This design comes from an exercise in tuning for small area on the open sky130 flow, not from production work. The RTL was checked by simulation tests, not by an equivalence proof against the original design. No activity file was given, so power comes from the tool's default toggle rates.

## design/flow/run.sh

```bash
#!/bin/bash
# synth_recipe.tcl (not shown) runs the flow's synth.tcl, then flattens the netlist and writes it again
# the make line also repeats each setting of config.mk as NAME=value (left out here)
make -C /OpenROAD-flow-scripts/flow DESIGN_CONFIG=/design/flow/config.mk WORK_HOME=/design/flow/orfs CLKGATE_MAP_FILE= SYNTH_SCRIPT=/design/flow/synth_recipe.tcl finish
```

## design/flow/design.v

```verilog
module Man_encoder(
  input  wire       clk,
  input  wire       rst,
  input  wire       en,
  input  wire [7:0] data_in,
  input  wire [7:0] div,
  output reg        line
);
  localparam [4:0] S_T0  = 5'd0;    
  localparam [4:0] S_T21 = 5'd21;   
  localparam [4:0] S_TX  = 5'd22;   
  localparam [4:0] S_I1  = 5'd23;   
  localparam [4:0] S_I0  = 5'd24;   
  localparam [4:0] S_R   = 5'd25;   
  reg [4:0] s;
  reg [7:0] cnt;
  reg [7:0] sh;
  wire cnt_z = (cnt == 8'd0);
  wire half  = (s >= 5'd1) && (s <= 5'd20);
  wire pre   = (s <= 5'd4);         
  wire bitv  = pre ? 1'b0 : sh[7];
  always @(posedge clk) begin
    if (rst)
      s <= S_R;
    else if (s == S_R)
      s <= S_I0;
    else if (s == S_I0) begin
      if (en) s <= S_T0;
    end else if (s == S_I1) begin
      if (en && cnt_z) s <= 5'd1;
    end else if (s == S_TX)
      s <= S_I1;
    else if (s == S_T0)
      s <= 5'd1;
    else if (s == S_T21)
      s <= S_TX;
    else if (half) begin
      if (cnt_z) s <= s + 5'd1;
    end else
      s <= S_R;
    if (s == S_R) begin
      cnt  <= 8'd0;
      line <= 1'b0;
    end else if (s == S_I0 || s == S_I1) begin
      if (!cnt_z) cnt <= cnt - 8'd1;
      sh <= data_in;
    end else if (s == S_T21)
      cnt <= 8'd11;
    else if (half) begin
      if (!cnt_z)
        cnt <= cnt - 8'd1;
      else begin
        if (s != 5'd20) cnt <= div;
        if (s[0])
          line <= bitv;
        else begin
          line <= ~bitv;
          if (!pre) sh <= {sh[6:0], 1'b0};
        end
      end
    end
  end
endmodule
module Man_decoder(
  input  wire       clk,
  input  wire       rst,
  input  wire       line,
  output reg  [7:0] data_out,
  output wire [2:0] state_out
);
  localparam [2:0] RESET          = 3'b001;
  localparam [2:0] IDLE_HIGH      = 3'b010;
  localparam [2:0] IDLE_LOW       = 3'b100;
  localparam [2:0] CLOCKSYNC_HIGH = 3'b011;
  localparam [2:0] CLOCKSYNC_LOW  = 3'b101;
  localparam [2:0] MASK           = 3'b110;
  localparam [2:0] READ           = 3'b000;
  reg [2:0]  state;
  reg [2:0]  next_state;
  reg [15:0] f;           
  reg [1:0]  c_lo;        
  reg [15:0] mask_cnt;
  reg [3:0]  decoded_cnt;
  reg        read_one_bit;
  reg        last_line;
  wire end_of_convert = decoded_cnt[3];
  wire mask_z = (mask_cnt == 16'd0);
  always @(*) begin
    case (state)
      RESET:          next_state = rst ? RESET : IDLE_HIGH;
      IDLE_HIGH:      next_state = line ? IDLE_HIGH : IDLE_LOW;
      IDLE_LOW:       next_state = line ? CLOCKSYNC_HIGH : IDLE_LOW;
      CLOCKSYNC_HIGH: next_state = line ? CLOCKSYNC_HIGH : CLOCKSYNC_LOW;
      CLOCKSYNC_LOW:  next_state = line ? MASK : CLOCKSYNC_LOW;
      MASK:           next_state = mask_z ? READ : MASK;
      READ:           next_state = end_of_convert ? (line ? IDLE_HIGH : IDLE_LOW)
                                 : read_one_bit ? MASK : READ;
      default:        next_state = RESET;
    endcase
  end
  always @(posedge clk) begin
    if (rst)
      state <= RESET;
    else
      state <= next_state;
    case (state)
      RESET:
        data_out <= 8'd0;
      IDLE_HIGH, IDLE_LOW: begin
        read_one_bit <= 1'b0;
        f <= 16'd0;
        c_lo <= 2'd0;
        decoded_cnt <= 4'd0;
      end
      CLOCKSYNC_HIGH, CLOCKSYNC_LOW: begin
        data_out <= 8'd0;
        c_lo <= c_lo + 2'd1;
        f <= f + {14'd0, c_lo == 2'd3, c_lo == 2'd1};
        mask_cnt <= f;
      end
      MASK: begin
        if (!mask_z) mask_cnt <= mask_cnt - 16'd1;
        read_one_bit <= 1'b0;
      end
      READ:
        if (!read_one_bit && last_line != line) begin
          data_out <= {data_out[6:0], ~line};
          read_one_bit <= 1'b1;
          decoded_cnt <= decoded_cnt + 4'd1;
          if (decoded_cnt != 4'd7) mask_cnt <= f;
        end
      default: ;
    endcase
    last_line <= line;
  end
  assign state_out = ~state;
endmodule
module manchester_top(
  input  wire       clk,
  input  wire       rst,
  input  wire       tx_en,
  input  wire [7:0] tx_data,
  input  wire [7:0] tx_div,
  output wire       line,
  output wire [7:0] rx_data,
  output wire [2:0] rx_state
);
  Man_encoder ME(.clk(clk), .rst(rst), .en(tx_en), .data_in(tx_data), .div(tx_div), .line(line));
  Man_decoder MD(.clk(clk), .rst(rst), .line(line), .data_out(rx_data), .state_out(rx_state));
endmodule
```

## design/flow/config.mk

```make
export PLATFORM = sky130hd
export DESIGN_NAME = manchester_top
export DESIGN_NICKNAME = manchester_top
export VERILOG_FILES = /design/flow/design.v
export SDC_FILE = /design/flow/constraint.sdc
export NUM_CORES = 4
export LEC_CHECK = 0
export CAP_MARGIN = 20
export CORE_MARGIN = 2
export CORE_UTILIZATION = 40
export PLACE_DENSITY = 0.6
export SLEW_MARGIN = 20
```

## design/flow/constraint.sdc

```tcl
create_clock -name core_clock -period 10.0 [get_ports {clk}]
set_input_delay 2.0000 -clock core_clock [delete_from_list [all_inputs] [get_ports {clk}]]
set_output_delay 2.0000 -clock core_clock [all_outputs]
set_load 0.01 [all_outputs]
```

==> summary.md, run 1 <==
| Metric | Value |
|---|---|
| Vias in the first global route | `between 3k and 4k` |
| Die width | `109.1 um` |
| Detail Route Antenna Nets | `0` |
| RD Place Congestion | `~0.84` |
| H-tree depth | `3` |
| Slew Limit Fails | `0` |
| Largest family of logic cells by synthesized area | `simple AND/OR/NAND/NOR gates` |
| Number of synthesized register bits | `73` |
| Maximum vdd drop | `0.0001099 V` |
| Residual DRC | `0` |
| Clock Power Share | `0.118` |
| Reg2reg end | `ME.sh[3]$_DFFE_PP_` |
| Post-synth EDFFs | `55` |
| Worst R2R Start | `ME.s[0]$_SDFFE_PP1P_` |
| Post-synthesis mux area share | `0.004531` |
| Share of layout cells above drive strength 1 | `0.05800` |
| PortBufs | `30` |
| Worst hold path depth | `0` |
| Core outline area | `10790 sq um` |
| CTS Buf Count | `9` |
| Cell internal pwr | `roughly 940 uW` |
| Nets | `approximately 530` |
| Starting Density | `0.4093` |
| Sink Count | `73` |
| Worst setup EP type | `primary output` |
| Skew final | `around 0.012 ns` |
| Critical Path End | `rx_state[1]` |
| CP max FO | `8` |
| Area contributors post-synth | `edfxtp_1 (37%), dfxtp_1 (8.2%), nand2_1 (5.9%)` |
| Post-DP HPWL | `~6600 um` |
| Mapped Nets | `506` |
| Switching fraction of total power | `0.4320` |
| # Post-CTS Setup Buffers | `0` |
| Total Neg Setup Slack | `0 ns` |
| Bufs on Longest Clock Path | `2` |
| Final global-route overflow total | `0` |
| Hold_buf cts | `0` |
| Status | `timing/DRC/antenna clean` |
| Ports | `31` |
| Met3 WL | `~590 um` |
| Combinational share of power | `0.469` |
| Die Span Y | `109.1 um` |
| Power Dens Cells | `331.3 nW/um^2` |
| Max-slew headroom | `0.4774` |
| Syn. warnings | `2` |
| Startpoint types | `register` |
| Setup violators final | `0` |
| Rows | `38` |
| TritonRoute pass-1 iters | `5` |
| Gate Count Post-Synth | `474` |
| Reg power frac | `0.412` |
| Total via count in the routed design | `3536` |
| Final cell count without fillers | `640` |
| Clk pin slew, worst setup/hold paths | `0.08 ns` |
| Die area | `~12000 sq um` |
| Yosys cell types | `between 60 and 70` |
| Drt wl/cell | `about 15 um` |
| Arr. time, crit path | `about 1.6 ns` |
| Initial antenna violation count | `0` |
| RSZ-0062 raised after global routing | `no` |
| Final hold violations | `0` |
| Area grow syn2layout | `12.89%` |
| Total track usage | `0.1699` |
| Leading area contributor after synthesis | `edfxtp_1` |
| Post-placement cell count | `approximately 620` |
| Post-Syn Area per Cell | `9.321 sq um` |
| Max-Cap Viols | `0` |
| Tmin final | `3.566 ns` |
| Min Hold Slack | `0.5021 ns` |
| Top FF cell, synth | `edfxtp_1` |
| Area of the mapped netlist | `4418 sq um` |
| Lkg Pwr | `0.001763 uW` |
| Post-CTS sizing | `0` |
| Via/cell ratio | `5.525` |
| Adder-Cell Fraction of Synth Area | `0.03852` |
| Sequential element share of the synthesized area | `0.4554` |
| Share of the clock period used by the worst path | `0.3566` |
| Number of diodes | `0` |
| Reg2Reg Setup Slack | `6.85 ns` |
| Kind of critical path | `register to primary output` |
| Hold Path Class | `register to register` |
| Worst-margin pin slew | `a little under 0.8 ns` |
| Post-synthesis xor/xnor area fraction | `0.06344` |
| Worst reg-to-reg path cell count | `5` |
| Crit path from | `MD.state[1]$_SDFF_PP0_` |
| Asr flop ratio synth | `0` |
| Iteration-0 DRC Markers | `201` |
| First-pass GRT wire length | `between 15000 and 20000 um` |
| Synth Area in Compound Gates | `0.1637` |
| Fmax achieved | `between 200 and 300 MHz` |
| Post-synth top area share | `0.3738` |
| Root buf cell | `clkbuf_8` |
| Synth Area in Simple Gates | `0.2339` |
| WL met1 | `4635 um` |
| CTS tree | `done` |
| Pin count of the biggest net entering global routing | `35` |
| Top routing layer in use | `met4` |
| Met2 WL post-DR | `4113 um` |
| DRT Wirelength | `approximately 9500 um` |
| Crit path required time | `about 8 ns` |
| Final core utilization | `0.4621` |
| Worst-Skew Late Latency | `0.35 ns` |
| Psw | `approximately 710 uW` |
-- kinds of logic (layout without fill, tap and decap cells) --
kind of cell | count (synthesis) | after routing
multiplexers | 2 | 2
AO/OA/AOI/OAI | 107 | 107
AND/OR/NAND/NOR | 204 | 204
adder cells (fa/ha/maj) | 13 | 13
XOR/XNOR | 32 | 32
flip-flops | 73 | 73
buffers and inverters | 43 | 69
-- metrics by stage --
stage	cell area, sq um	setup WS (ns)	total power (uW)
6_report	4987	6.434	1652
2_1_floorplan	4418	6.604	1227
3_3_place_gp	4820	6.709	1437
4_1_cts	4971	6.443	1653
5_1_grt	4987	6.314	1795
3_5_place_dp	4820	6.452	1451
-- worst min-delay path by stage --
stage | startpoint | end | slack (ns)
detailed placement | ME.line$_SDFFE_PN0P_ | MD.last_line$_DFF_P_ | 0.49
finish | ME.line$_SDFFE_PN0P_ | MD.last_line$_DFF_P_ | 0.50
CTS | ME.line$_SDFFE_PN0P_ | MD.last_line$_DFF_P_ | 0.50
global placement | ME.line$_SDFFE_PN0P_ | MD.last_line$_DFF_P_ | 0.49
floorplan | ME.line$_SDFFE_PN0P_ | MD.last_line$_DFF_P_ | 0.39
global route | ME.line$_SDFFE_PN0P_ | MD.last_line$_DFF_P_ | 0.53
-- final cells by class --
cell class	count	area [sq um]
clock inverters	1	5.005
fillers	1029	5806
flip-flops and latches	73	2012
inverters	20	75.07
repair buffers	33	322.8
well taps	140	175.2
clock buffers	15	146.4
multi-input cells	358	2251
-- Yosys cell counts, types with 3 or more instances --
library cell / instances
nand3_1: 11
inv_1: 20
nor4b_1: 3
buf_4: 3
xnor2_1: 15
ha_1: 12
o21a_1: 6
o31ai_1: 4
nand4_1: 6
nand2b_1: 3
o22ai_1: 3
a21oi_1: 15
nand4b_1: 3
nor3_1: 13
or3_1: 4
a31oi_1: 3
xor2_1: 17
o211ai_1: 8
nor2_1: 46
nor2b_1: 5
nor4_1: 8
a21o_1: 4
and2_1: 12
o311ai_0: 3
nand2_1: 69
buf_2: 5
dfxtp_1: 18
o21ai_0: 33
edfxtp_1: 55
a311oi_1: 3
clkbuf_1: 15
-- routing by layer --
layer  vias up  track usage
met4         0      0.08516
met1      1635       0.2436
met2       114       0.2480
li1       1773            -
met5         -            0
met3        14      0.02570
-- worst max-delay path, cell delays in order (launching register included) --
cell             delay, ns
dfxtp_1               0.56
inv_1                 0.15
clkdlybuf4s50_1       0.50
-- power by group through the flow --
stage               combinational (uW)  sequential [uW]  clock [uW]
CTS                                772              679         202
detailed placement                 766              685           0
floorplan                          592              635           0
finish                             775              681         196
global placement                   758              679           0
global route                       874              708         213
-- state kept, by name (all words and copies together), names as in the netlist --
| signal | cells |
|---|---|
| MD.decoded_cnt | 4 |
| ME.sh | 8 |
| MD.f | 16 |
| MD.mask_cnt | 16 |
| MD.c_lo | 2 |
| MD.data_out | 8 |
| MD.last_line | 1 |
| MD.read_one_bit | 1 |
| ME.line | 1 |
| ME.s | 5 |
| MD.state | 3 |
| ME.cnt | 8 |
-- placed cells by master, fill, tap and decap left out, types with 3 or more instances in the layout --
cell	n
a21o_1	4
clkdlybuf4s50_1	30
nor4_1	8
and2_1	12
ha_1	12
edfxtp_1	55
nand4b_1	3
o21a_1	6
nor2_1	46
xnor2_1	15
clkbuf_8	9
nor2b_1	5
xor2_1	16
o311ai_0	3
a311oi_1	3
clkbuf_1	6
o21ai_0	33
a31oi_1	3
a21oi_1	15
nand2b_1	3
or3_1	4
nand4_1	6
nor4b_1	3
o211ai_1	8
nand2_1	69
dfxtp_1	18
inv_1	20
o22ai_1	3
nand3_1	10
o31ai_1	4
buf_4	3
nor3_1	13
==> run 2, diff against run 1 <==
--- a/design/flow/design.v
+++ b/design/flow/design.v
@@ -80,10 +80,18 @@
   reg [15:0] f;           
   reg [1:0]  c_lo;        
-  reg [15:0] mask_cnt;
+  reg [15:0] mask_cnt;    
   reg [3:0]  decoded_cnt;
   reg        read_one_bit;
   reg        last_line;
+  function [15:0] lfsr_fwd(input [15:0] x);
+    lfsr_fwd = {x[14:0], ~(x[15] ^ x[14] ^ x[12] ^ x[3])};
+  endfunction
+  function [15:0] lfsr_bwd(input [15:0] x);
+    lfsr_bwd = {~(x[0] ^ x[15] ^ x[13] ^ x[4]), x[15:1]};
+  endfunction
   wire end_of_convert = decoded_cnt[3];
-  wire mask_z = (mask_cnt == 16'd0);
+  wire first  = (decoded_cnt == 4'd0);
+  wire short  = first ? (c_lo == 2'd0) : (c_lo == 2'd3);
+  wire mask_z = (mask_cnt == 16'd0) || (short && mask_cnt == 16'd1);
   always @(*) begin
     case (state)
@@ -116,9 +124,9 @@
         data_out <= 8'd0;
         c_lo <= c_lo + 2'd1;
-        f <= f + {14'd0, c_lo == 2'd3, c_lo == 2'd1};
+        if (c_lo != 2'd0) f <= lfsr_fwd(f);
         mask_cnt <= f;
       end
       MASK: begin
-        if (!mask_z) mask_cnt <= mask_cnt - 16'd1;
+        if (mask_cnt != 16'd0) mask_cnt <= lfsr_bwd(mask_cnt);
         read_one_bit <= 1'b0;
       end
==> summary.md, run 2 <==
| Metric | Value |
|---|---|
| Kind of critical path | `register to primary output (unchanged)` |
| # Post-CTS Setup Buffers | `0 (unchanged)` |
| Tmin final | `3.834 ns (was 3.566 ns)` |
| CP delay by family, top | `flip-flops (was buffers and inverters)` |
| Iteration-0 DRC Markers | `213 (was 201)` |
| Bufs on Longest Clock Path | `2 (unchanged)` |
| Synth top cells by count | `edfxtp_1 (55), nand2_1 (44), nor2_1 (24), a21oi_1 (20) (was nand2_1 (69), edfxtp_1 (55), nor2_1 (46), o21ai_0 (33), inv_1 (20))` |
| Post-DP HPWL | `5805 um (was 6617 um)` |
| Residual DRC | `0 (unchanged)` |
| Skew final | `0.01316 ns (was 0.01151 ns)` |
| Crit path required time | `8.00 ns (about the same)` |
| Commonest non-fill, non-tap cells in the layout | `edfxtp_1 (55), nand2_1 (44), clkdlybuf4s50_1 (30) (was nand2_1 (69), edfxtp_1 (55), nor2_1 (46))` |
| Hold_buf cts | `0 (unchanged)` |
| Gate Count Post-Synth | `380 (was 474)` |
| Post-synthesis xor/xnor area fraction | `0.03091 (was 0.06344)` |
| Setup WS pre-CTS | `6.531 ns (was 6.452 ns)` |
| Fmax achieved | `260.8 MHz (was 280.5 MHz)` |
| Post-synth top area share | `0.4164 (was 0.3738)` |
| Total via count in the routed design | `2984 (was 3536)` |
| Design Power | `1551 uW (was 1652 uW)` |
| CTS Buf Count | `9 (unchanged)` |
| RD Place Congestion | `0.8620 (was 0.8428)` |
| Arr. time, crit path | `1.83 ns (was 1.57 ns)` |
| Worst setup EP type | `primary output (unchanged)` |
| Drt wl/cell | `15.60 um (was 14.86 um)` |
| Final global-route overflow total | `0 (unchanged)` |
| Adder-Cell Fraction of Synth Area | `0.03155 (was 0.03852)` |
| Critical-path top delay cell | `dfxtp_1 (unchanged)` |
| Syn. warnings | `2 (unchanged)` |
| Final core utilization | `0.4698 (was 0.4621)` |
| Top flop regs | `MD.f: 16 flops, MD.mask_cnt: 16 flops (unchanged)` |
| Root buf cell | `clkbuf_8 (unchanged)` |
| Vias in the first global route | `2772 (was 3357)` |
| Rows | `36 (was 38)` |
| Startpoint types | `register (unchanged)` |
| Worst-Skew Late Latency | `0.34 ns (was 0.35 ns)` |
| Via/cell ratio | `5.526 (was 5.525)` |
| PortBufs | `30 (unchanged)` |
| Top FF cell, synth | `edfxtp_1 (unchanged)` |
| H-tree depth | `3 (unchanged)` |
| Post-synth EDFFs | `55 (unchanged)` |
| Total track usage | `0.1579 (was 0.1699)` |
| First-pass GRT wire length | `13860 um (was 15940 um)` |
| Max-Cap Viols | `0 (unchanged)` |
| Clk pin slew, worst setup/hold paths | `0.08 ns (about the same)` |
| Most frequent cell after synthesis | `edfxtp_1 (was nand2_1)` |
| CP max stage delay | `0.78 ns (was 0.56 ns)` |
| Sink Count | `73 (unchanged)` |
| CP max FO | `25 (was 8)` |
| Sequential element share of the synthesized area | `0.5073 (was 0.4554)` |
| Pin count of the biggest net entering global routing | `26 (was 35)` |
| Worst-margin pin slew | `0.9231 ns (was 0.7839 ns)` |
| Mapped Nets | `409 (was 506)` |
| Starting Density | `0.4096 (was 0.4093)` |
| Asr flop ratio synth | `0 (unchanged)` |
| TritonRoute pass-1 iters | `5 (unchanged)` |
| RSZ-0062 raised after global routing | `no (unchanged)` |
| Share of layout cells above drive strength 1 | `0.1032 (was 0.05800)` |
| Ports | `31 (unchanged)` |
| Die area | `10730 sq um (was 11900 sq um)` |
| Most common cell after layout, fill and taps aside | `edfxtp_1 (was nand2_1)` |
| Setup violators final | `0 (unchanged)` |
| Final hold violations | `0 (unchanged)` |
| Leading area contributor after synthesis | `edfxtp_1 (unchanged)` |
| Largest family of logic cells by synthesized area | `simple AND/OR/NAND/NOR gates (unchanged)` |
| Worst-path cell chain | `inv_2 > clkdlybuf4s50_1 (was inv_1 > clkdlybuf4s50_1)` |
| Post-Syn Area per Cell | `10.44 sq um (was 9.321 sq um)` |
| Total Neg Setup Slack | `0 ns (unchanged)` |
| Hold Path Class | `register to register (unchanged)` |
| CTS tree | `done (unchanged)` |
| Detail Route Antenna Nets | `0 (unchanged)` |
| Die Span Y | `103.6 um (was 109.1 um)` |
| Area contributors post-synth | `edfxtp_1 (42%), dfxtp_1 (9.1%), mux2_2 (4.3%) (was edfxtp_1 (37%), dfxtp_1 (8.2%), nand2_1 (5.9%))` |
| Area grow syn2layout | `14.70% (was 12.89%)` |
| Post-synthesis mux area share | `0.04511 (was 0.004531)` |
| Die width | `103.6 um (was 109.1 um)` |
| Yosys cell types | `63 (was 68)` |
| Lkg Pwr | `0.001703 uW (was 0.001763 uW)` |
| Power Dens Cells | `340.9 nW/um^2 (was 331.3 nW/um^2)` |
| DRT Wirelength | `8422 um (was 9512 um)` |
| Maximum vdd drop | `0.0001279 V (was 0.0001099 V)` |
| Crit path buf inv count | `2 (unchanged)` |
| Synth Area in Simple Gates | `0.1968 (was 0.2339)` |
| Number of diodes | `0 (unchanged)` |
| Synth Area in Compound Gates | `0.1461 (was 0.1637)` |
| Number of synthesized register bits | `73 (unchanged)` |
| Area of the mapped netlist | `3966 sq um (was 4418 sq um)` |
| Core outline area | `9684 sq um (was 10790 sq um)` |
| Slew Limit Fails | `0 (unchanged)` |
| Status | `timing/DRC/antenna clean (unchanged)` |
| Max-slew headroom | `0.3829 (was 0.4774)` |
| Setup WS post-layout | `6.166 ns (was 6.434 ns)` |
| Initial antenna violation count | `0 (unchanged)` |
| Nets | `431 (was 527)` |
| Post-CTS sizing | `0 (unchanged)` |
| Share of the clock period used by the worst path | `0.3834 (was 0.3566)` |
==> run 2: cell count changes after synthesis, sizes merged, moves of 13 or more <==
cell	previous run	this run
xor2	17	4
nand2	69	44
o21ai	36	16
mux2	0	15
nor2	46	24
and3	3	18
==> run 2: worst min-delay path: cells and delay by family, from the launching register on <==
kind | cells | cell delay [ns]
AO/OA/AOI/OAI | 1 | 0.05
flip-flops | 1 | 0.33
AND/OR/NAND/NOR | 1 | 0.06
==> run 2: through the flow <==
stage	area, sq um	cells	hold WS, ns
5_1_grt	4549	540	0.4904
2_1_floorplan	3966	380	0.3922
4_1_cts	4549	540	0.4793
6_report	4549	540	0.4833
3_5_place_dp	4348	524	0.4653
3_3_place_gp	4348	524	0.4603
==> run 2: kinds of logic after synthesis <==
family	Yosys count
and+or+nand+nor	145
AOI/OAI and AO/OA	83
DFF	73
buffers and inverters	39
muxes	16
xor gates and xnor gates	14
adders and majority gates	10
==> run 2: area by class of cell <==
type                       count  area (sq um)
multi-input combinational    268          1787
tap                          133         166.4
clock buffer                   9         123.9
timing repair buffer          32         315.3
inverter                      18         67.56
sequential                    73          2012
fill                         933          5135
clock inverter                 7         77.57
==> run 2: routing by layer <==
metal | GRT usage | routed length [um] | vias up
met5 | 0 | 0 | -
met4 | 0.06081 | 103 | 0
met3 | 0.03021 | 427 | 8
met2 | 0.2356 | 3839 | 84
met1 | 0.2278 | 4051 | 1420
li1 | - | - | 1472
==> run 2: where the power goes <==
part | internal, uW | leakage [uW] | switching, uW
Sequential | 523 | 0.000680 | 115
Clock | 117 | 0.000100 | 118
Combinational | 282 | 0.000922 | 397
==> run 2: path summary, 6_finish.rpt <==
kind	from	to	slack [ns]	depth (start not counted)
hold reg to reg	ME.cnt[5]$_SDFFE_PN0P_	ME.cnt[5]$_SDFFE_PN0P_	0.48	2
setup / recovery	MD.state[0]$_SDFF_PP1_	rx_state[0]	6.17	2
hold / removal	ME.cnt[5]$_SDFFE_PN0P_	ME.cnt[5]$_SDFFE_PN0P_	0.48	2
setup reg to reg	MD.state[0]$_SDFF_PP1_	MD.mask_cnt[5]$_DFFE_PP_	6.95	5

## what the ideal ports hide
The results above use ideal ports. As a check the final layouts listed here were re-extracted and re-timed, cells and wires unchanged.
Step 1: set_driving_cell puts a clkbuf_16 on clk and a buf_2 on each other input, an assumption about the parent block.
Step 2 moves the port delays by t, midway between the first and last clock arrival at a register: inputs arrive t later, outputs are due t later. That takes back most of the time a late clock gives input paths.
Three values: ideal, step 1, step 2; two values: the first two.
run | t, ns | setup slack, ns | latest minus earliest clock arrival (ns) | worst data-port slew with drivers (ns)
run 1 | 0.377 | 6.434 / 6.402 / 6.722 | 0.012 / 0.011 | 0.03
run 2 | 0.369 | 6.166 / 6.133 / 6.503 | 0.013 / 0.013 | 0.04
After both steps every run listed still meets setup and hold.
